What follows belongs to an exercise in optimizing a design on an open flow for small area and a short achievable clock period; a production flow would make more cautious choices.
Function not checked in this run: the RTL went through the layout flow alone.
Power figures rest on the tool's default switching activity, not on a simulated workload.

$ cat flow/config.mk
export PLATFORM = sky130hd
export DESIGN_NAME = mac
export DESIGN_NICKNAME = mac
export VERILOG_FILES = /design/flow/design.v
export SDC_FILE = /design/flow/constraint.sdc
export NUM_CORES = 4
export LEC_CHECK = 0
export CAP_MARGIN = 20
export CORE_MARGIN = 2
export CORE_UTILIZATION = 40
export SETUP_SLACK_MARGIN = 4.5
export SLEW_MARGIN = 60
export SYNTH_HIERARCHICAL = 1
export SYNTH_MINIMUM_KEEP_SIZE = 0
export TNS_END_PERCENT = 0
$ cat flow/constraint.sdc
create_clock -name core_clock -period 7.5 [get_ports {clk}]
set_input_delay 1.5000 -clock core_clock [delete_from_list [all_inputs] [get_ports {clk}]]
set_output_delay 1.5000 -clock core_clock [all_outputs]
set_load 0.01 [all_outputs]
$ cat flow/design.v
module mac (
    input  logic clk,
    input  logic rst,
    input  logic signed [15:0] a_in,
    input  logic signed [15:0] b_in,
    input  logic acc_clear,
    output logic acc_out_valid,
    output logic signed [34:0] acc_out
);
logic [15:0] a_r;
logic [7:0] one_r, two_r, neg_r;
wire  [16:0] bx = {b_in, 1'b0};
integer k;
always_ff @(posedge clk) begin
    for (k = 0; k < 8; k = k + 1) begin
        one_r[k] <= bx[2*k+1] ^ bx[2*k];
        two_r[k] <= (bx[2*k+2] & ~bx[2*k+1] & ~bx[2*k]) | (~bx[2*k+2] & bx[2*k+1] & bx[2*k]);
        neg_r[k] <= bx[2*k+2];
    end
    a_r <= rst ? 16'd0 : a_in;
end
wire [17:0] ax = {a_r[15], a_r, 1'b0};
wire [16:0] pp0;
wire [16:0] pp1;
wire [16:0] pp2;
wire [16:0] pp3;
wire [16:0] pp4;
wire [16:0] pp5;
wire [16:0] pp6;
wire [16:0] pp7;
genvar gi, gj;
generate for (gj = 0; gj < 8; gj = gj + 1) begin : g_pp
    for (gi = 0; gi < 17; gi = gi + 1) begin : g_bit
        wire v = (one_r[gj] & ax[gi+1]) | (two_r[gj] & ax[gi]);
        if (gj == 0) assign pp0[gi] = v ^ neg_r[0];
        if (gj == 1) assign pp1[gi] = v ^ neg_r[1];
        if (gj == 2) assign pp2[gi] = v ^ neg_r[2];
        if (gj == 3) assign pp3[gi] = v ^ neg_r[3];
        if (gj == 4) assign pp4[gi] = v ^ neg_r[4];
        if (gj == 5) assign pp5[gi] = v ^ neg_r[5];
        if (gj == 6) assign pp6[gi] = v ^ neg_r[6];
        if (gj == 7) assign pp7[gi] = v ^ neg_r[7];
    end
end endgenerate
logic [34:0] acc_s;
logic [33:0] acc_cr;
wire  [34:0] acc_c;
logic [1:0] t;
wire hold = acc_out_valid & ~acc_clear;
wire [34:0] acc_in_s = acc_clear ? 35'd0 : acc_s;
wire [34:0] acc_in_c = acc_clear ? 35'd0 : acc_c;
assign acc_c = {acc_cr[33], acc_cr[32], acc_cr[31], acc_cr[30], acc_cr[29], acc_cr[28], acc_cr[27], acc_cr[26], acc_cr[25], acc_cr[24], acc_cr[23], acc_cr[22], acc_cr[21], acc_cr[20], acc_cr[19], acc_cr[18], acc_cr[17], acc_cr[16], acc_cr[15], acc_cr[14], acc_cr[13], acc_cr[12], acc_cr[11], acc_cr[10], acc_cr[9], acc_cr[8], acc_cr[7], acc_cr[6], acc_cr[5], acc_cr[4], acc_cr[3], acc_cr[2], acc_cr[1], acc_cr[0], 1'b0};
wire s0, c0, s1, c1, s2, c2, s3, c3, s4, c4, s5, c5, s6, c6, s7, c7, s8, c8, s9, c9, s10, c10, s11, c11, s12, c12, s13, c13, s14, c14, s15, c15, s16, c16, s17, c17, s18, c18, s19, c19, s20, c20, s21, c21, s22, c22, s23, c23, s24, c24, s25, c25, s26, c26, s27, c27, s28, c28, s29, c29, s30, c30, s31, c31, s32, c32, s33, c33, s34, c34, s35, c35, s36, c36, s37, c37, s38, c38, s39, c39, s40, c40, s41, c41, s42, c42, s43, c43, s44, c44, s45, c45, s46, c46, s47, c47, s48, c48, s49, c49, s50, c50, s51, c51, s52, c52, s53, c53, s54, c54, s55, c55, s56, c56, s57, c57, s58, c58, s59, c59, s60, c60, s61, c61, s62, c62, s63, c63, s64, c64, s65, c65, s66, c66, s67, c67, s68, c68, s69, c69, s70, c70, s71, c71, s72, c72, s73, c73, s74, c74, s75, c75, s76, c76, s77, c77, s78, c78, s79, c79, s80, c80, s81, c81, s82, c82, s83, c83, s84, c84, s85, c85, s86, c86, s87, c87, s88, c88, s89, c89, s90, c90, s91, c91, s92, c92, s93, c93, s94, c94, s95, c95, s96, c96, s97, c97, s98, c98, s99, c99, s100, c100, s101, c101, s102, c102, s103, c103, s104, c104, s105, c105, s106, c106, s107, c107, s108, c108, s109, c109, s110, c110, s111, c111, s112, c112, s113, c113, s114, c114, s115, c115, s116, c116, s117, c117, s118, c118, s119, c119, s120, c120, s121, c121, s122, c122, s123, c123, s124, c124, s125, c125, s126, c126, s127, c127, s128, c128, s129, c129, s130, c130, s131, c131, s132, c132, s133, c133, s134, c134, s135, c135, s136, c136, s137, c137, s138, c138, s139, c139, s140, c140, s141, c141, s142, c142, s143, c143, s144, c144, s145, c145, s146, c146, s147, c147, s148, c148, s149, c149, s150, c150, s151, c151, s152, c152, s153, c153;
mac_ha u_ha0 (.a(neg_r[0]), .b(pp0[0]), .s(s0), .co(c0));
mac_fa u_fa1 (.a(pp0[1]), .b(c0), .c(acc_in_s[1]), .s(s1), .co(c1));
mac_fa u_fa2 (.a(neg_r[1]), .b(pp0[2]), .c(pp1[0]), .s(s2), .co(c2));
mac_fa u_fa3 (.a(s2), .b(acc_in_s[2]), .c(acc_in_c[2]), .s(s3), .co(c3));
mac_fa u_fa4 (.a(pp0[3]), .b(pp1[1]), .c(c2), .s(s4), .co(c4));
mac_fa u_fa5 (.a(s4), .b(acc_in_s[3]), .c(acc_in_c[3]), .s(s5), .co(c5));
mac_fa u_fa6 (.a(neg_r[2]), .b(pp0[4]), .c(pp1[2]), .s(s6), .co(c6));
mac_fa u_fa7 (.a(pp2[0]), .b(s6), .c(c4), .s(s7), .co(c7));
mac_fa u_fa8 (.a(acc_in_s[4]), .b(acc_in_c[4]), .c(s7), .s(s8), .co(c8));
mac_fa u_fa9 (.a(pp0[5]), .b(pp1[3]), .c(pp2[1]), .s(s9), .co(c9));
mac_fa u_fa10 (.a(c6), .b(s9), .c(acc_in_s[5]), .s(s10), .co(c10));
mac_fa u_fa11 (.a(acc_in_c[5]), .b(c7), .c(s10), .s(s11), .co(c11));
mac_fa u_fa12 (.a(neg_r[3]), .b(pp0[6]), .c(pp1[4]), .s(s12), .co(c12));
mac_fa u_fa13 (.a(pp2[2]), .b(pp3[0]), .c(c9), .s(s13), .co(c13));
mac_fa u_fa14 (.a(s12), .b(s13), .c(acc_in_s[6]), .s(s14), .co(c14));
mac_fa u_fa15 (.a(acc_in_c[6]), .b(c10), .c(s14), .s(s15), .co(c15));
mac_fa u_fa16 (.a(pp0[7]), .b(pp1[5]), .c(pp2[3]), .s(s16), .co(c16));
mac_fa u_fa17 (.a(pp3[1]), .b(c12), .c(s16), .s(s17), .co(c17));
mac_fa u_fa18 (.a(c13), .b(acc_in_s[7]), .c(acc_in_c[7]), .s(s18), .co(c18));
mac_fa u_fa19 (.a(s17), .b(c14), .c(s18), .s(s19), .co(c19));
mac_fa u_fa20 (.a(neg_r[4]), .b(pp0[8]), .c(pp1[6]), .s(s20), .co(c20));
mac_fa u_fa21 (.a(pp2[4]), .b(pp3[2]), .c(pp4[0]), .s(s21), .co(c21));
mac_fa u_fa22 (.a(c16), .b(s20), .c(s21), .s(s22), .co(c22));
mac_fa u_fa23 (.a(c17), .b(acc_in_s[8]), .c(acc_in_c[8]), .s(s23), .co(c23));
mac_fa u_fa24 (.a(s22), .b(c18), .c(s23), .s(s24), .co(c24));
mac_fa u_fa25 (.a(pp0[9]), .b(pp1[7]), .c(pp2[5]), .s(s25), .co(c25));
mac_fa u_fa26 (.a(pp3[3]), .b(pp4[1]), .c(c20), .s(s26), .co(c26));
mac_fa u_fa27 (.a(c21), .b(s25), .c(s26), .s(s27), .co(c27));
mac_fa u_fa28 (.a(c22), .b(acc_in_s[9]), .c(acc_in_c[9]), .s(s28), .co(c28));
mac_fa u_fa29 (.a(c23), .b(s27), .c(s28), .s(s29), .co(c29));
mac_fa u_fa30 (.a(neg_r[5]), .b(pp0[10]), .c(pp1[8]), .s(s30), .co(c30));
mac_fa u_fa31 (.a(pp2[6]), .b(pp3[4]), .c(pp4[2]), .s(s31), .co(c31));
mac_fa u_fa32 (.a(pp5[0]), .b(c25), .c(s30), .s(s32), .co(c32));
mac_fa u_fa33 (.a(s31), .b(c26), .c(acc_in_s[10]), .s(s33), .co(c33));
mac_fa u_fa34 (.a(acc_in_c[10]), .b(s32), .c(c27), .s(s34), .co(c34));
mac_fa u_fa35 (.a(c28), .b(s33), .c(s34), .s(s35), .co(c35));
mac_fa u_fa36 (.a(pp0[11]), .b(pp1[9]), .c(pp2[7]), .s(s36), .co(c36));
mac_fa u_fa37 (.a(pp3[5]), .b(pp4[3]), .c(pp5[1]), .s(s37), .co(c37));
mac_fa u_fa38 (.a(c30), .b(c31), .c(s36), .s(s38), .co(c38));
mac_fa u_fa39 (.a(s37), .b(c32), .c(acc_in_s[11]), .s(s39), .co(c39));
mac_fa u_fa40 (.a(acc_in_c[11]), .b(s38), .c(c33), .s(s40), .co(c40));
mac_fa u_fa41 (.a(s39), .b(c34), .c(s40), .s(s41), .co(c41));
mac_fa u_fa42 (.a(neg_r[6]), .b(pp0[12]), .c(pp1[10]), .s(s42), .co(c42));
mac_fa u_fa43 (.a(pp2[8]), .b(pp3[6]), .c(pp4[4]), .s(s43), .co(c43));
mac_fa u_fa44 (.a(pp5[2]), .b(pp6[0]), .c(c36), .s(s44), .co(c44));
mac_fa u_fa45 (.a(c37), .b(s42), .c(s43), .s(s45), .co(c45));
mac_fa u_fa46 (.a(s44), .b(c38), .c(acc_in_s[12]), .s(s46), .co(c46));
mac_fa u_fa47 (.a(acc_in_c[12]), .b(s45), .c(c39), .s(s47), .co(c47));
mac_fa u_fa48 (.a(s46), .b(c40), .c(s47), .s(s48), .co(c48));
mac_fa u_fa49 (.a(pp0[13]), .b(pp1[11]), .c(pp2[9]), .s(s49), .co(c49));
mac_fa u_fa50 (.a(pp3[7]), .b(pp4[5]), .c(pp5[3]), .s(s50), .co(c50));
mac_fa u_fa51 (.a(pp6[1]), .b(c42), .c(c43), .s(s51), .co(c51));
mac_fa u_fa52 (.a(s49), .b(s50), .c(c44), .s(s52), .co(c52));
mac_fa u_fa53 (.a(s51), .b(c45), .c(acc_in_s[13]), .s(s53), .co(c53));
mac_fa u_fa54 (.a(acc_in_c[13]), .b(s52), .c(c46), .s(s54), .co(c54));
mac_fa u_fa55 (.a(s53), .b(c47), .c(s54), .s(s55), .co(c55));
mac_fa u_fa56 (.a(neg_r[7]), .b(pp0[14]), .c(pp1[12]), .s(s56), .co(c56));
mac_fa u_fa57 (.a(pp2[10]), .b(pp3[8]), .c(pp4[6]), .s(s57), .co(c57));
mac_fa u_fa58 (.a(pp5[4]), .b(pp6[2]), .c(pp7[0]), .s(s58), .co(c58));
mac_fa u_fa59 (.a(c49), .b(c50), .c(s56), .s(s59), .co(c59));
mac_fa u_fa60 (.a(s57), .b(s58), .c(c51), .s(s60), .co(c60));
mac_fa u_fa61 (.a(acc_in_s[14]), .b(acc_in_c[14]), .c(s59), .s(s61), .co(c61));
mac_fa u_fa62 (.a(c52), .b(s60), .c(c53), .s(s62), .co(c62));
mac_fa u_fa63 (.a(s61), .b(c54), .c(s62), .s(s63), .co(c63));
mac_fa u_fa64 (.a(pp0[15]), .b(pp1[13]), .c(pp2[11]), .s(s64), .co(c64));
mac_fa u_fa65 (.a(pp3[9]), .b(pp4[7]), .c(pp5[5]), .s(s65), .co(c65));
mac_fa u_fa66 (.a(pp6[3]), .b(pp7[1]), .c(c56), .s(s66), .co(c66));
mac_fa u_fa67 (.a(c57), .b(c58), .c(s64), .s(s67), .co(c67));
mac_fa u_fa68 (.a(s65), .b(s66), .c(c59), .s(s68), .co(c68));
mac_fa u_fa69 (.a(acc_in_s[15]), .b(acc_in_c[15]), .c(s67), .s(s69), .co(c69));
mac_fa u_fa70 (.a(c60), .b(c61), .c(s68), .s(s70), .co(c70));
mac_fa u_fa71 (.a(s69), .b(c62), .c(s70), .s(s71), .co(c71));
mac_fa u_fa72 (.a(pp0[16]), .b(pp1[14]), .c(pp2[12]), .s(s72), .co(c72));
mac_fa u_fa73 (.a(pp3[10]), .b(pp4[8]), .c(pp5[6]), .s(s73), .co(c73));
mac_fa u_fa74 (.a(pp6[4]), .b(pp7[2]), .c(c64), .s(s74), .co(c74));
mac_fa u_fa75 (.a(c65), .b(s72), .c(s73), .s(s75), .co(c75));
mac_fa u_fa76 (.a(c66), .b(s74), .c(c67), .s(s76), .co(c76));
mac_fa u_fa77 (.a(acc_in_s[16]), .b(acc_in_c[16]), .c(s75), .s(s77), .co(c77));
mac_fa u_fa78 (.a(c68), .b(c69), .c(s76), .s(s78), .co(c78));
mac_fa u_fa79 (.a(s77), .b(c70), .c(s78), .s(s79), .co(c79));
mac_fa u_fa80 (.a(pp0[16]), .b(pp1[15]), .c(pp2[13]), .s(s80), .co(c80));
mac_fa u_fa81 (.a(pp3[11]), .b(pp4[9]), .c(pp5[7]), .s(s81), .co(c81));
mac_fa u_fa82 (.a(pp6[5]), .b(pp7[3]), .c(c72), .s(s82), .co(c82));
mac_fa u_fa83 (.a(c73), .b(s80), .c(s81), .s(s83), .co(c83));
mac_fa u_fa84 (.a(c74), .b(s82), .c(c75), .s(s84), .co(c84));
mac_fa u_fa85 (.a(acc_in_s[17]), .b(acc_in_c[17]), .c(s83), .s(s85), .co(c85));
mac_fa u_fa86 (.a(c76), .b(c77), .c(s84), .s(s86), .co(c86));
mac_fa u_fa87 (.a(s85), .b(c78), .c(s86), .s(s87), .co(c87));
mac_fa u_fa88 (.a(~pp0[16]), .b(~pp1[16]), .c(pp2[14]), .s(s88), .co(c88));
mac_fa u_fa89 (.a(pp3[12]), .b(pp4[10]), .c(pp5[8]), .s(s89), .co(c89));
mac_fa u_fa90 (.a(pp6[6]), .b(pp7[4]), .c(c80), .s(s90), .co(c90));
mac_fa u_fa91 (.a(c81), .b(s88), .c(s89), .s(s91), .co(c91));
mac_fa u_fa92 (.a(c82), .b(s90), .c(c83), .s(s92), .co(c92));
mac_fa u_fa93 (.a(acc_in_s[18]), .b(acc_in_c[18]), .c(s91), .s(s93), .co(c93));
mac_fa u_fa94 (.a(c84), .b(c85), .c(s92), .s(s94), .co(c94));
mac_fa u_fa95 (.a(s93), .b(c86), .c(s94), .s(s95), .co(c95));
mac_fa u_fa96 (.a(~pp2[15]), .b(pp3[13]), .c(pp4[11]), .s(s96), .co(c96));
mac_fa u_fa97 (.a(pp5[9]), .b(pp6[7]), .c(pp7[5]), .s(s97), .co(c97));
mac_fa u_fa98 (.a(c88), .b(c89), .c(s96), .s(s98), .co(c98));
mac_fa u_fa99 (.a(s97), .b(c90), .c(c91), .s(s99), .co(c99));
mac_fa u_fa100 (.a(acc_in_s[19]), .b(acc_in_c[19]), .c(s98), .s(s100), .co(c100));
mac_fa u_fa101 (.a(c92), .b(c93), .c(s99), .s(s101), .co(c101));
mac_fa u_fa102 (.a(s100), .b(c94), .c(s101), .s(s102), .co(c102));
mac_fa u_fa103 (.a(~pp2[16]), .b(pp3[14]), .c(pp4[12]), .s(s103), .co(c103));
mac_fa u_fa104 (.a(pp5[10]), .b(pp6[8]), .c(pp7[6]), .s(s104), .co(c104));
mac_fa u_fa105 (.a(pp2[15]), .b(c96), .c(c97), .s(s105), .co(c105));
mac_fa u_fa106 (.a(s103), .b(s104), .c(s105), .s(s106), .co(c106));
mac_fa u_fa107 (.a(c98), .b(acc_in_s[20]), .c(acc_in_c[20]), .s(s107), .co(c107));
mac_fa u_fa108 (.a(c99), .b(c100), .c(s106), .s(s108), .co(c108));
mac_fa u_fa109 (.a(s107), .b(c101), .c(s108), .s(s109), .co(c109));
mac_fa u_fa110 (.a(~pp3[15]), .b(pp4[13]), .c(pp5[11]), .s(s110), .co(c110));
mac_fa u_fa111 (.a(pp6[9]), .b(pp7[7]), .c(c103), .s(s111), .co(c111));
mac_fa u_fa112 (.a(c104), .b(s110), .c(c105), .s(s112), .co(c112));
mac_fa u_fa113 (.a(s111), .b(acc_in_s[21]), .c(acc_in_c[21]), .s(s113), .co(c113));
mac_fa u_fa114 (.a(c106), .b(s112), .c(c107), .s(s114), .co(c114));
mac_fa u_fa115 (.a(s113), .b(c108), .c(s114), .s(s115), .co(c115));
mac_fa u_fa116 (.a(~pp3[16]), .b(pp4[14]), .c(pp5[12]), .s(s116), .co(c116));
mac_fa u_fa117 (.a(pp6[10]), .b(pp7[8]), .c(pp3[15]), .s(s117), .co(c117));
mac_fa u_fa118 (.a(c110), .b(s116), .c(s117), .s(s118), .co(c118));
mac_fa u_fa119 (.a(c111), .b(acc_in_s[22]), .c(acc_in_c[22]), .s(s119), .co(c119));
mac_fa u_fa120 (.a(s118), .b(c112), .c(c113), .s(s120), .co(c120));
mac_fa u_fa121 (.a(s119), .b(c114), .c(s120), .s(s121), .co(c121));
mac_fa u_fa122 (.a(~pp4[15]), .b(pp5[13]), .c(pp6[11]), .s(s122), .co(c122));
mac_fa u_fa123 (.a(pp7[9]), .b(c116), .c(c117), .s(s123), .co(c123));
mac_fa u_fa124 (.a(s122), .b(s123), .c(c118), .s(s124), .co(c124));
mac_fa u_fa125 (.a(acc_in_s[23]), .b(acc_in_c[23]), .c(c119), .s(s125), .co(c125));
mac_fa u_fa126 (.a(s124), .b(c120), .c(s125), .s(s126), .co(c126));
mac_fa u_fa127 (.a(~pp4[16]), .b(pp5[14]), .c(pp6[12]), .s(s127), .co(c127));
mac_fa u_fa128 (.a(pp7[10]), .b(pp4[15]), .c(c122), .s(s128), .co(c128));
mac_fa u_fa129 (.a(s127), .b(c123), .c(s128), .s(s129), .co(c129));
mac_fa u_fa130 (.a(acc_in_s[24]), .b(acc_in_c[24]), .c(c124), .s(s130), .co(c130));
mac_fa u_fa131 (.a(s129), .b(c125), .c(s130), .s(s131), .co(c131));
mac_fa u_fa132 (.a(~pp5[15]), .b(pp6[13]), .c(pp7[11]), .s(s132), .co(c132));
mac_fa u_fa133 (.a(c127), .b(s132), .c(c128), .s(s133), .co(c133));
mac_fa u_fa134 (.a(acc_in_s[25]), .b(acc_in_c[25]), .c(c129), .s(s134), .co(c134));
mac_fa u_fa135 (.a(s133), .b(c130), .c(s134), .s(s135), .co(c135));
mac_fa u_fa136 (.a(~pp5[16]), .b(pp6[14]), .c(pp7[12]), .s(s136), .co(c136));
mac_fa u_fa137 (.a(pp5[15]), .b(c132), .c(s136), .s(s137), .co(c137));
mac_fa u_fa138 (.a(acc_in_s[26]), .b(acc_in_c[26]), .c(s137), .s(s138), .co(c138));
mac_fa u_fa139 (.a(c133), .b(s138), .c(c134), .s(s139), .co(c139));
mac_fa u_fa140 (.a(~pp6[15]), .b(pp7[13]), .c(c136), .s(s140), .co(c140));
mac_fa u_fa141 (.a(s140), .b(c137), .c(acc_in_s[27]), .s(s141), .co(c141));
mac_fa u_fa142 (.a(acc_in_c[27]), .b(c138), .c(s141), .s(s142), .co(c142));
mac_fa u_fa143 (.a(~pp6[16]), .b(pp7[14]), .c(pp6[15]), .s(s143), .co(c143));
mac_fa u_fa144 (.a(s143), .b(c140), .c(acc_in_s[28]), .s(s144), .co(c144));
mac_fa u_fa145 (.a(acc_in_c[28]), .b(c141), .c(s144), .s(s145), .co(c145));
mac_fa u_fa146 (.a(~pp7[15]), .b(c143), .c(acc_in_s[29]), .s(s146), .co(c146));
mac_fa u_fa147 (.a(acc_in_c[29]), .b(c144), .c(s146), .s(s147), .co(c147));
mac_fa u_fa148 (.a(~pp7[16]), .b(pp7[15]), .c(acc_in_s[30]), .s(s148), .co(c148));
mac_fa u_fa149 (.a(acc_in_c[30]), .b(c146), .c(s148), .s(s149), .co(c149));
mac_fa u_fa150 (.a(~acc_in_s[31]), .b(acc_in_c[31]), .c(c148), .s(s150), .co(c150));
mac_fa u_fa151 (.a(~acc_in_s[32]), .b(acc_in_c[32]), .c(acc_in_s[31]), .s(s151), .co(c151));
mac_fa u_fa152 (.a(~acc_in_s[33]), .b(acc_in_c[33]), .c(acc_in_s[32]), .s(s152), .co(c152));
mac_fa u_fa153 (.a(~acc_in_s[34]), .b(acc_in_c[34]), .c(acc_in_s[33]), .s(s153), .co(c153));
wire [34:0] rx = {c152, c151, c150, c149, c147, c145, c142, c139, c135, c131, c126, c121, c115, c109, c102, c95, c87, c79, c71, c63, c55, c48, c41, c35, c29, c24, c19, c15, c11, c8, c5, c3, c1, acc_in_c[1], s0};
wire [34:0] ry = {s153, s152, s151, s150, s149, s147, s145, s142, s139, s135, s131, s126, s121, s115, s109, s102, s95, s87, s79, s71, s63, s55, s48, s41, s35, s29, s24, s19, s15, s11, s8, s5, s3, s1, acc_in_s[0]};
wire [34:0] nxt_s;
wire [34:0] nxt_c;
wire [34:0] bp = rx ^ ry;
wire [34:0] bg = rx & ry;
wire [35:0] bc;
assign bc[0] = 1'b0;
assign nxt_s[0] = bp[0];
assign bc[1] = 1'b0;
assign nxt_s[1] = bp[1];
assign bc[2] = 1'b0;
assign nxt_s[2] = bp[2];
assign bc[3] = 1'b0;
assign nxt_s[3] = bp[3];
assign bc[4] = 1'b0;
assign nxt_s[4] = bp[4];
assign bc[5] = 1'b0;
assign nxt_s[5] = bp[5];
assign bc[6] = 1'b0;
assign nxt_s[6] = bp[6];
assign bc[7] = 1'b0;
assign nxt_s[7] = bp[7];
assign bc[8] = 1'b0;
assign nxt_s[8] = bp[8];
assign bc[9] = 1'b0;
assign nxt_s[9] = bp[9];
assign bc[10] = 1'b0;
assign nxt_s[10] = bp[10];
assign bc[11] = 1'b0;
assign nxt_s[11] = bp[11];
assign bc[12] = 1'b0;
assign nxt_s[12] = bp[12];
assign bc[13] = 1'b0;
assign nxt_s[13] = bp[13];
assign bc[14] = 1'b0;
assign nxt_s[14] = bp[14];
assign bc[15] = 1'b0;
assign nxt_s[15] = bp[15];
assign bc[16] = 1'b0;
assign nxt_s[16] = bp[16];
assign bc[17] = 1'b0;
assign nxt_s[17] = bp[17];
assign bc[18] = 1'b0;
assign nxt_s[18] = bp[18];
assign bc[19] = 1'b0;
assign nxt_s[19] = bp[19];
assign bc[20] = 1'b0;
assign nxt_s[20] = bp[20];
assign bc[21] = 1'b0;
assign nxt_s[21] = bp[21];
assign bc[22] = 1'b0;
assign nxt_s[22] = bp[22];
assign bc[23] = 1'b0;
assign nxt_s[23] = bp[23];
assign bc[24] = 1'b0;
assign nxt_s[24] = bp[24];
assign bc[25] = 1'b0;
assign nxt_s[25] = bp[25];
assign bc[26] = 1'b0;
assign nxt_s[26] = bp[26];
assign bc[27] = 1'b0;
assign nxt_s[27] = bp[27];
assign bc[28] = 1'b0;
assign nxt_s[28] = bp[28];
assign bc[29] = 1'b0;
assign nxt_s[29] = bp[29];
assign bc[30] = 1'b0;
assign nxt_s[30] = bp[30];
assign bc[31] = 1'b0;
assign nxt_s[31] = bp[31];
assign bc[32] = 1'b0;
assign nxt_s[32] = bp[32];
assign bc[33] = 1'b0;
assign nxt_s[33] = bp[33];
assign bc[34] = 1'b0;
assign nxt_s[34] = bp[34];
assign nxt_c[0] = 1'b0;
assign nxt_c[1] = bg[0];
assign nxt_c[2] = bg[1];
assign nxt_c[3] = bg[2];
assign nxt_c[4] = bg[3];
assign nxt_c[5] = bg[4];
assign nxt_c[6] = bg[5];
assign nxt_c[7] = bg[6];
assign nxt_c[8] = bg[7];
assign nxt_c[9] = bg[8];
assign nxt_c[10] = bg[9];
assign nxt_c[11] = bg[10];
assign nxt_c[12] = bg[11];
assign nxt_c[13] = bg[12];
assign nxt_c[14] = bg[13];
assign nxt_c[15] = bg[14];
assign nxt_c[16] = bg[15];
assign nxt_c[17] = bg[16];
assign nxt_c[18] = bg[17];
assign nxt_c[19] = bg[18];
assign nxt_c[20] = bg[19];
assign nxt_c[21] = bg[20];
assign nxt_c[22] = bg[21];
assign nxt_c[23] = bg[22];
assign nxt_c[24] = bg[23];
assign nxt_c[25] = bg[24];
assign nxt_c[26] = bg[25];
assign nxt_c[27] = bg[26];
assign nxt_c[28] = bg[27];
assign nxt_c[29] = bg[28];
assign nxt_c[30] = bg[29];
assign nxt_c[31] = bg[30];
assign nxt_c[32] = bg[31];
assign nxt_c[33] = bg[32];
assign nxt_c[34] = bg[33];
wire [33:0] nxt_cr = {nxt_c[34], nxt_c[33], nxt_c[32], nxt_c[31], nxt_c[30], nxt_c[29], nxt_c[28], nxt_c[27], nxt_c[26], nxt_c[25], nxt_c[24], nxt_c[23], nxt_c[22], nxt_c[21], nxt_c[20], nxt_c[19], nxt_c[18], nxt_c[17], nxt_c[16], nxt_c[15], nxt_c[14], nxt_c[13], nxt_c[12], nxt_c[11], nxt_c[10], nxt_c[9], nxt_c[8], nxt_c[7], nxt_c[6], nxt_c[5], nxt_c[4], nxt_c[3], nxt_c[2], nxt_c[1]};
always_ff @(posedge clk) begin
    if (rst) begin
        acc_s <= '0; acc_cr <= '0; acc_out_valid <= 1'b0; t <= 2'd0;
    end else if (acc_clear) begin
        acc_s <= nxt_s; acc_cr <= nxt_cr; t <= 2'd1; acc_out_valid <= 1'b0;
    end else if (!acc_out_valid) begin
        acc_s <= nxt_s; acc_cr <= nxt_cr; t <= t + 2'd1; acc_out_valid <= (t == 2'd3);
    end
end
wire ao0 = &acc_s[0:0];
wire ao1 = &acc_s[1:1];
wire ao2 = &acc_s[2:2];
wire ao3 = &acc_s[3:3];
wire ao4 = &acc_s[4:4];
wire ao5 = &acc_s[5:5];
wire ao6 = &acc_s[6:6];
wire ao7 = &acc_s[7:7];
wire ao8 = &acc_s[8:8];
wire ao9 = &acc_s[9:9];
wire ao10 = &acc_s[10:10];
wire ao11 = &acc_s[11:11];
wire ao12 = &acc_s[12:12];
wire ao13 = &acc_s[13:13];
wire ao14 = &acc_s[14:14];
wire ao15 = &acc_s[15:15];
wire ao16 = &acc_s[16:16];
wire ao17 = &acc_s[17:17];
wire ao18 = &acc_s[18:18];
wire ao19 = &acc_s[19:19];
wire ao20 = &acc_s[20:20];
wire ao21 = &acc_s[21:21];
wire ao22 = &acc_s[22:22];
wire ao23 = &acc_s[23:23];
wire ao24 = &acc_s[24:24];
wire ao25 = &acc_s[25:25];
wire ao26 = &acc_s[26:26];
wire ao27 = &acc_s[27:27];
wire ao28 = &acc_s[28:28];
wire ao29 = &acc_s[29:29];
wire ao30 = &acc_s[30:30];
wire ao31 = &acc_s[31:31];
wire ao32 = &acc_s[32:32];
wire ao33 = &acc_s[33:33];
wire ao34 = &acc_s[34:34];
wire xg0 = acc_c[2] | (ao1 & acc_c[1]);
wire xp0 = ao1 & ao0;
wire xg1 = acc_c[4] | (ao3 & acc_c[3]);
wire xp1 = ao3 & ao2;
wire xg2 = acc_c[6] | (ao5 & acc_c[5]);
wire xp2 = ao5 & ao4;
wire xg3 = acc_c[8] | (ao7 & acc_c[7]);
wire xp3 = ao7 & ao6;
wire xg4 = acc_c[10] | (ao9 & acc_c[9]);
wire xp4 = ao9 & ao8;
wire xg5 = acc_c[12] | (ao11 & acc_c[11]);
wire xp5 = ao11 & ao10;
wire xg6 = acc_c[14] | (ao13 & acc_c[13]);
wire xp6 = ao13 & ao12;
wire xg7 = acc_c[16] | (ao15 & acc_c[15]);
wire xp7 = ao15 & ao14;
wire xg8 = acc_c[18] | (ao17 & acc_c[17]);
wire xp8 = ao17 & ao16;
wire xg9 = acc_c[20] | (ao19 & acc_c[19]);
wire xp9 = ao19 & ao18;
wire xg10 = acc_c[22] | (ao21 & acc_c[21]);
wire xp10 = ao21 & ao20;
wire xg11 = acc_c[24] | (ao23 & acc_c[23]);
wire xp11 = ao23 & ao22;
wire xg12 = acc_c[26] | (ao25 & acc_c[25]);
wire xp12 = ao25 & ao24;
wire xg13 = acc_c[28] | (ao27 & acc_c[27]);
wire xp13 = ao27 & ao26;
wire xg14 = acc_c[30] | (ao29 & acc_c[29]);
wire xp14 = ao29 & ao28;
wire xg15 = acc_c[32] | (ao31 & acc_c[31]);
wire xp15 = ao31 & ao30;
wire xg16 = acc_c[34] | (ao33 & acc_c[33]);
wire xp16 = ao33 & ao32;
wire xg17 = acc_c[3] | (ao2 & xg0);
wire xp17 = ao2 & xp0;
wire xg18 = xg1 | (xp1 & xg0);
wire xp18 = xp1 & xp0;
wire xg19 = acc_c[7] | (ao6 & xg2);
wire xp19 = ao6 & xp2;
wire xg20 = xg3 | (xp3 & xg2);
wire xp20 = xp3 & xp2;
wire xg21 = acc_c[11] | (ao10 & xg4);
wire xp21 = ao10 & xp4;
wire xg22 = xg5 | (xp5 & xg4);
wire xp22 = xp5 & xp4;
wire xg23 = acc_c[15] | (ao14 & xg6);
wire xp23 = ao14 & xp6;
wire xg24 = xg7 | (xp7 & xg6);
wire xp24 = xp7 & xp6;
wire xg25 = acc_c[19] | (ao18 & xg8);
wire xp25 = ao18 & xp8;
wire xg26 = xg9 | (xp9 & xg8);
wire xp26 = xp9 & xp8;
wire xg27 = acc_c[23] | (ao22 & xg10);
wire xp27 = ao22 & xp10;
wire xg28 = xg11 | (xp11 & xg10);
wire xp28 = xp11 & xp10;
wire xg29 = acc_c[27] | (ao26 & xg12);
wire xp29 = ao26 & xp12;
wire xg30 = xg13 | (xp13 & xg12);
wire xp30 = xp13 & xp12;
wire xg31 = acc_c[31] | (ao30 & xg14);
wire xp31 = ao30 & xp14;
wire xg32 = xg15 | (xp15 & xg14);
wire xp32 = xp15 & xp14;
wire xg33 = acc_c[5] | (ao4 & xg18);
wire xp33 = ao4 & xp18;
wire xg34 = xg2 | (xp2 & xg18);
wire xp34 = xp2 & xp18;
wire xg35 = xg19 | (xp19 & xg18);
wire xp35 = xp19 & xp18;
wire xg36 = xg20 | (xp20 & xg18);
wire xp36 = xp20 & xp18;
wire xg37 = acc_c[13] | (ao12 & xg22);
wire xp37 = ao12 & xp22;
wire xg38 = xg6 | (xp6 & xg22);
wire xp38 = xp6 & xp22;
wire xg39 = xg23 | (xp23 & xg22);
wire xp39 = xp23 & xp22;
wire xg40 = xg24 | (xp24 & xg22);
wire xp40 = xp24 & xp22;
wire xg41 = acc_c[21] | (ao20 & xg26);
wire xp41 = ao20 & xp26;
wire xg42 = xg10 | (xp10 & xg26);
wire xp42 = xp10 & xp26;
wire xg43 = xg27 | (xp27 & xg26);
wire xp43 = xp27 & xp26;
wire xg44 = xg28 | (xp28 & xg26);
wire xp44 = xp28 & xp26;
wire xg45 = acc_c[29] | (ao28 & xg30);
wire xp45 = ao28 & xp30;
wire xg46 = xg14 | (xp14 & xg30);
wire xp46 = xp14 & xp30;
wire xg47 = xg31 | (xp31 & xg30);
wire xp47 = xp31 & xp30;
wire xg48 = xg32 | (xp32 & xg30);
wire xp48 = xp32 & xp30;
wire xg49 = acc_c[9] | (ao8 & xg36);
wire xp49 = ao8 & xp36;
wire xg50 = xg4 | (xp4 & xg36);
wire xp50 = xp4 & xp36;
wire xg51 = xg21 | (xp21 & xg36);
wire xp51 = xp21 & xp36;
wire xg52 = xg22 | (xp22 & xg36);
wire xp52 = xp22 & xp36;
wire xg53 = xg37 | (xp37 & xg36);
wire xp53 = xp37 & xp36;
wire xg54 = xg38 | (xp38 & xg36);
wire xp54 = xp38 & xp36;
wire xg55 = xg39 | (xp39 & xg36);
wire xp55 = xp39 & xp36;
wire xg56 = xg40 | (xp40 & xg36);
wire xp56 = xp40 & xp36;
wire xg57 = acc_c[25] | (ao24 & xg44);
wire xp57 = ao24 & xp44;
wire xg58 = xg12 | (xp12 & xg44);
wire xp58 = xp12 & xp44;
wire xg59 = xg29 | (xp29 & xg44);
wire xp59 = xp29 & xp44;
wire xg60 = xg30 | (xp30 & xg44);
wire xp60 = xp30 & xp44;
wire xg61 = xg45 | (xp45 & xg44);
wire xp61 = xp45 & xp44;
wire xg62 = xg46 | (xp46 & xg44);
wire xp62 = xp46 & xp44;
wire xg63 = xg47 | (xp47 & xg44);
wire xp63 = xp47 & xp44;
wire xg64 = xg48 | (xp48 & xg44);
wire xp64 = xp48 & xp44;
wire xg65 = acc_c[17] | (ao16 & xg56);
wire xp65 = ao16 & xp56;
wire xg66 = xg8 | (xp8 & xg56);
wire xp66 = xp8 & xp56;
wire xg67 = xg25 | (xp25 & xg56);
wire xp67 = xp25 & xp56;
wire xg68 = xg26 | (xp26 & xg56);
wire xp68 = xp26 & xp56;
wire xg69 = xg41 | (xp41 & xg56);
wire xp69 = xp41 & xp56;
wire xg70 = xg42 | (xp42 & xg56);
wire xp70 = xp42 & xp56;
wire xg71 = xg43 | (xp43 & xg56);
wire xp71 = xp43 & xp56;
wire xg72 = xg44 | (xp44 & xg56);
wire xp72 = xp44 & xp56;
wire xg73 = xg57 | (xp57 & xg56);
wire xp73 = xp57 & xp56;
wire xg74 = xg58 | (xp58 & xg56);
wire xp74 = xp58 & xp56;
wire xg75 = xg59 | (xp59 & xg56);
wire xp75 = xp59 & xp56;
wire xg76 = xg60 | (xp60 & xg56);
wire xp76 = xp60 & xp56;
wire xg77 = xg61 | (xp61 & xg56);
wire xp77 = xp61 & xp56;
wire xg78 = xg62 | (xp62 & xg56);
wire xp78 = xp62 & xp56;
wire xg79 = xg63 | (xp63 & xg56);
wire xp79 = xp63 & xp56;
wire xg80 = xg64 | (xp64 & xg56);
wire xp80 = xp64 & xp56;
wire xg81 = acc_c[33] | (ao32 & xg80);
wire xp81 = ao32 & xp80;
wire xg82 = xg16 | (xp16 & xg80);
wire xp82 = xp16 & xp80;
wire ci0 = 1'b0;
mac_xor u_xo0 (.a(acc_s[0]), .b(ci0), .y(acc_out[0]));
wire ci1 = acc_c[1];
mac_xor u_xo1 (.a(acc_s[1]), .b(ci1), .y(acc_out[1]));
wire ci2 = xg0;
mac_xor u_xo2 (.a(acc_s[2]), .b(ci2), .y(acc_out[2]));
wire ci3 = xg17;
mac_xor u_xo3 (.a(acc_s[3]), .b(ci3), .y(acc_out[3]));
wire ci4 = xg18;
mac_xor u_xo4 (.a(acc_s[4]), .b(ci4), .y(acc_out[4]));
wire ci5 = xg33;
mac_xor u_xo5 (.a(acc_s[5]), .b(ci5), .y(acc_out[5]));
wire ci6 = xg34;
mac_xor u_xo6 (.a(acc_s[6]), .b(ci6), .y(acc_out[6]));
wire ci7 = xg35;
mac_xor u_xo7 (.a(acc_s[7]), .b(ci7), .y(acc_out[7]));
wire ci8 = xg36;
mac_xor u_xo8 (.a(acc_s[8]), .b(ci8), .y(acc_out[8]));
wire ci9 = xg49;
mac_xor u_xo9 (.a(acc_s[9]), .b(ci9), .y(acc_out[9]));
wire ci10 = xg50;
mac_xor u_xo10 (.a(acc_s[10]), .b(ci10), .y(acc_out[10]));
wire ci11 = xg51;
mac_xor u_xo11 (.a(acc_s[11]), .b(ci11), .y(acc_out[11]));
wire ci12 = xg52;
mac_xor u_xo12 (.a(acc_s[12]), .b(ci12), .y(acc_out[12]));
wire ci13 = xg53;
mac_xor u_xo13 (.a(acc_s[13]), .b(ci13), .y(acc_out[13]));
wire ci14 = xg54;
mac_xor u_xo14 (.a(acc_s[14]), .b(ci14), .y(acc_out[14]));
wire ci15 = xg55;
mac_xor u_xo15 (.a(acc_s[15]), .b(ci15), .y(acc_out[15]));
wire ci16 = xg56;
mac_xor u_xo16 (.a(acc_s[16]), .b(ci16), .y(acc_out[16]));
wire ci17 = xg65;
mac_xor u_xo17 (.a(acc_s[17]), .b(ci17), .y(acc_out[17]));
wire ci18 = xg66;
mac_xor u_xo18 (.a(acc_s[18]), .b(ci18), .y(acc_out[18]));
wire ci19 = xg67;
mac_xor u_xo19 (.a(acc_s[19]), .b(ci19), .y(acc_out[19]));
wire ci20 = xg68;
mac_xor u_xo20 (.a(acc_s[20]), .b(ci20), .y(acc_out[20]));
wire ci21 = xg69;
mac_xor u_xo21 (.a(acc_s[21]), .b(ci21), .y(acc_out[21]));
wire ci22 = xg70;
mac_xor u_xo22 (.a(acc_s[22]), .b(ci22), .y(acc_out[22]));
wire ci23 = xg71;
mac_xor u_xo23 (.a(acc_s[23]), .b(ci23), .y(acc_out[23]));
wire ci24 = xg72;
mac_xor u_xo24 (.a(acc_s[24]), .b(ci24), .y(acc_out[24]));
wire ci25 = xg73;
mac_xor u_xo25 (.a(acc_s[25]), .b(ci25), .y(acc_out[25]));
wire ci26 = xg74;
mac_xor u_xo26 (.a(acc_s[26]), .b(ci26), .y(acc_out[26]));
wire ci27 = xg75;
mac_xor u_xo27 (.a(acc_s[27]), .b(ci27), .y(acc_out[27]));
wire ci28 = xg76;
mac_xor u_xo28 (.a(acc_s[28]), .b(ci28), .y(acc_out[28]));
wire ci29 = xg77;
mac_xor u_xo29 (.a(acc_s[29]), .b(ci29), .y(acc_out[29]));
wire ci30 = xg78;
mac_xor u_xo30 (.a(acc_s[30]), .b(ci30), .y(acc_out[30]));
wire ci31 = xg79;
mac_xor u_xo31 (.a(acc_s[31]), .b(ci31), .y(acc_out[31]));
wire ci32 = xg80;
mac_xor u_xo32 (.a(acc_s[32]), .b(ci32), .y(acc_out[32]));
wire ci33 = xg81;
mac_xor u_xo33 (.a(acc_s[33]), .b(ci33), .y(acc_out[33]));
wire ci34 = xg82;
mac_xor u_xo34 (.a(acc_s[34]), .b(ci34), .y(acc_out[34]));
endmodule
module mac_fa (input logic a, input logic b, input logic c, output logic s, output logic co);
    assign s = a ^ b ^ c;
    assign co = (a & b) | (c & (a ^ b));
endmodule
module mac_ha (input logic a, input logic b, output logic s, output logic co);
    assign s = a ^ b;
    assign co = a & b;
endmodule
module mac_xor (input logic a, input logic b, output logic y);
    assign y = a ^ b;
endmodule
$ cat flow/flow/run.sh
#!/bin/bash
# Standard ORFS layout (the standard.sh, standard synthesis unchanged); the only
# difference is the cell used for the port buffers that buffer_ports inserts.
set -euo pipefail
export BUFFER_PORTS_ARGS="-buffer_cell sky130_fd_sc_hd__buf_2"
bash standard.sh > standard_flow.log 2>&1
$ cat flow/standard.sh
#!/bin/bash
# synth_recipe.tcl (not shown) runs the flow's synth.tcl, then flattens the netlist and writes it again
# the make line also repeats each setting of config.mk as NAME=value (left out here)
make -C /OpenROAD-flow-scripts/flow DESIGN_CONFIG=/design/flow/config.mk WORK_HOME=/design/flow/orfs CLKGATE_MAP_FILE= SYNTH_SCRIPT=/design/flow/synth_recipe.tcl "${@:-finish}"
==> run summary <==
[cells by family (layout without fill, tap and decap cells)]
family / Yosys count / in the layout
other: 1 / 1
DFF: 112 / 112
and+or+nand+nor: 288 / 288
xor gates and xnor gates: 180 / 180
muxes: 1 / 1
AOI/OAI and AO/OA: 268 / 268
buffers and inverters: 121 / 116
adders and majority gates: 189 / 189
[sequential cells by signal, indices dropped and copies added, names as in the netlist]
register,count
neg_r,8
two_r,8
t,2
one_r,8
a_r,16
acc_out_valid,1
acc_s,35
acc_cr,34
[cells in the mapped netlist, drive strengths merged (4+ instances only)]
cell type and n:
a211oi 4, ha 36, a21o 23, inv 15, nor2 18, nand3b 7
nand2 155, xnor2 131, a21oi 80, dfxtp 112, a22oi 120, fa 153
nand2b 13, nor2b 82, xor2 49, clkbuf 105, o21ai 22
[stage by stage]
| step | hold slack, ps | instances | total power, mW |
|---|---|---|---|
| after global routing | 489 | 1496 | 4.85 |
| after floorplan | 432 | 1160 | 3.09 |
| final | 454 | 1496 | 4.34 |
| after detailed placement | 444 | 1474 | 3.86 |
| after CTS | 454 | 1494 | 4.40 |
| after global placement | 440 | 1472 | 3.80 |
[worst paths after layout]
path               from     endpoint  slack, ps
max            acc_s[4]  acc_out[23]       3520
min          acc_cr[19]   acc_cr[19]        450
max reg2reg    one_r[2]    acc_s[21]       3620
min reg2reg  acc_cr[19]   acc_cr[19]        450
[Yosys stat by module (local to each module, per instance)]
module	cells inside	cell area, µm²	flops+latches
mac	971	7570	112
mac_fa	1	20.0	0
mac_ha	1	12.5	0
mac_xor	1	8.76	0
[power by group through the flow]
| stage | Sequential, mW | Clock [mW] | Combinational, mW |
|---|---|---|---|
| after floorplan | 0.881 | 0 | 2.21 |
| after global placement | 1.01 | 0 | 2.80 |
| after global routing | 1.03 | 0.546 | 3.27 |
| final | 1.01 | 0.508 | 2.82 |
| after CTS | 0.998 | 0.526 | 2.88 |
| after detailed placement | 1.01 | 0 | 2.86 |
[per-layer routing]
| metal | global-route usage | routed length, µm | vias up |
|---|---|---|---|
| met5 | 0 | 0 | - |
| met3 | 0.0245 | 947 | 43 |
| met2 | 0.338 | 14200 | 194 |
| met4 | 0.0725 | 755 | 0 |
| met1 | 0.258 | 11600 | 4116 |
| li1 | - | - | 3826 |
[worst register-to-register path: cells and delay by family (launching register included)]
family	cells	cell delay, ps
adders and majority gates	6	2600
DFF	1	500
AOI/OAI and AO/OA	2	280
buffers and inverters	1	110
and+or+nand+nor	1	50
xor gates and xnor gates	1	270
[final cells by class]
type                            instances  area (µm²)
Clock inverter                          6        57.6
Clock buffer                           10         239
Fill cell                            2665       14900
Inverter                               15        56.3
Multi-Input combinational cell        927        8450
Tap cell                              341         427
Sequential cell                       112        2340
Timing Repair Buffer                   85         507
[repair_timing]
action	in CTS	in global routing
gates cloned	0	0
pin swaps	8	10
hold buffers	0	0
setup endpoints to repair	89	98
setup buffers	4	2
gates resized for setup	20	19
==> run summary <==
- Hpwl dp: about 20000 µm
- Clock input transition at the sequential cells of the worst setup and hold paths: roughly 90 ps
- Non-Filler Cell Area, Final: 12100 µm²
- Full die area: 28700 µm²
- Compound-gate portion of the synthesized area: 0.162
- Buf+Inv Stages, Crit Path: 1
- Post-synth net total: 1384
- Maximum resistive drop on vdd: ~0.00020 V
- Hold Fails Final Rpt: 0
- Gp weighted congestion: 0.823
- Placement-stage cell area: between 10000 and 15000 µm²
- Starting Density: 0.406
- I/O pin count: 71
- Internal Pwr Total: between 2 and 2.5 mW
- Number of synthesized register bits: 112
- Critical Path AT: 2480 ps
- XOR/XNOR share of the synthesized area: 0.144
- Part of the power in the clock network: 0.117
- Antenna Nets Post-Route: 0
- Overall global routing resource usage: 0.198
- Share of synthesized cell area in and, or, nand and nor gates: 0.126
- Element type at the critical path start: flop
- Violation count after the first detailed-route iteration: roughly 560
- Critical-path maximum fanout: 5
- Count of input and output buffers: 70
- TritonCTS clock tree: done
- Setup-violating endpoint count in the final report: 0
- Max-slew violations: 0
- Post-synthesis to final-layout area growth: 10.3%
- Clk Latency, worst-skew pair: 370 ps
- Fin util: 0.448
- Net switching power: between 1.5 and 2 mW
- Overall via count from detail_route: between 8k and 9k
- Run status: finished clean
- Core region area: roughly 27000 µm²
- Slew Limit Headroom: 0.646
- Fraction of the mapped netlist area in adder cells: 0.321
- Cts bufs inserted: 9
- Fraction of power spent switching nets: 0.450
- CP peak stage delay: 360 ps
- # H-tree levels: 3
- Part of the total power dissipated in combinational logic: 0.651
- Cell family contributing the most delay on the critical path: compound AO/OA/AOI/OAI gates
- Share of the clock period used by the worst path: 0.530
- Ratio of cells with drive above 1 in the final layout: 0.163
- Critical path, cell by cell: and3_4 -> a22o_4 -> a41o_4 -> a21o_4 -> a41o_1 -> a21o_1 -> xor2_2 -> buf_2
- Pin count of the biggest net entering global routing: 55
- Proportion of synthesized flip-flops having asynchronous set or reset: 0
- Count of standard-cell rows: 60
- Worst reg-to-reg path cell count: 11
- Part of the Yosys area used for sequential elements: 0.205
- Antenna violations before repair: 0
- Clock period minus worst slack: around 4000 ps
- Total number of clock tree sinks: around 110
- Commonest cells after routing, fill and taps aside: sky130_fd_sc_hd__nand2_1 (155), sky130_fd_sc_hd__fa_1 (138), sky130_fd_sc_hd__xnor2_1 (128)
- Via count of the first global-routing pass: 8286
- Number of instances in the synthesized netlist: 1160
- Unique masters post-synth: 40
- Wire length of the first global-routing pass: 44900 µm
- Drt via density: 5.47
- Maximum Capacitance Violations: 0
- Post-synth top area cell: sky130_fd_sc_hd__fa_1
- Worst Skew: 14.9 ps
- Sequential fraction of design power: 0.232
- Transition time at the pin with the least slew margin: 530 ps
- Count of yosys warnings during synthesis: 7
- Area share of the leading cell type in the synthesized netlist: 0.280
- Accumulated negative setup slack: 0 ps
- Total power density per cell area: around 360 nW/µm²
- Vertical extent of the die: 169 µm
- Path type of the worst setup path: reg -> out
- Syn Std Cell Area: 11000 µm²
- Wire length per cell: 18.4 µm
- Average size of a mapped cell: ~9.4 µm²
- Most frequent standard cell in the layout excluding fill and tap cells: sky130_fd_sc_hd__nand2_1
- Detailed-route DRC error count: 0
- DRT Pass-1 Iters: 5
- Max Clock Freq: 251 MHz
- Main combinational cell family by area after synthesis: adder cells
- Overflow left after global routing: 0
- Crit path capture type: output pin
- Final nets: 1374
- Final wirelength: 27500 µm
- Class of the tightest hold or removal check: reg -> reg
- WHS Path Cells: 2
- Required time reported for the critical path endpoint: roughly 6000 ps
- Buffer type at the clock tree root: sky130_fd_sc_hd__clkbuf_16
- Proportion of synthesized area in mux cells: 0.000914
- Minimum setup slack after placement: 3170 ps
- Antenna diode count: 0
- P_leak: 4.88 nW
- Worst Slack Setup Final: 3520 ps
- Number of flops mapped to enable cells by yosys: 0
- Main area contributors after synthesis: sky130_fd_sc_hd__fa_1 (28%), sky130_fd_sc_hd__dfxtp_1 (20%), sky130_fd_sc_hd__xnor2_1 (10%)
- Total number of cells along the worst setup path: 8
- Worst-path cell with the longest stage delay: sky130_fd_sc_hd__dfxtp_2
- X dimension of the die: around 170 µm
- Clock tree buffer depth: 2
- Primary FF master, synth: sky130_fd_sc_hd__dfxtp_1
- RSZ-0062 raised after global routing: yes

## static timing again, ports no longer ideal
No port has a modelled driver above. Below, the same layout with a new extraction and two added sets of constraints. Step 1, drivers: a clkbuf_16 drives clk and a buf_2 each remaining input, both assumed. Step 2, shift: input delay + t, output delay - t, t = (earliest + latest rising clock arrival at the registers) / 2. This alone moves slack from input paths to output paths. a / b / c = ideal / step 1 / step 2; a / b = the first two.
shift t [ns]: 0.413
slack for setup (ns): 3.523 / 3.476 / 3.248
hold WS [ns]: 0.454 / 0.454 / 0.454
worst setup path at the end: input to register
worst data-port slew with drivers (ns): 0.05
After both steps this run still meets setup and hold. For this run, drivers alone change the setup slack by -0.047 ns; drivers and shift together by -0.275 ns.
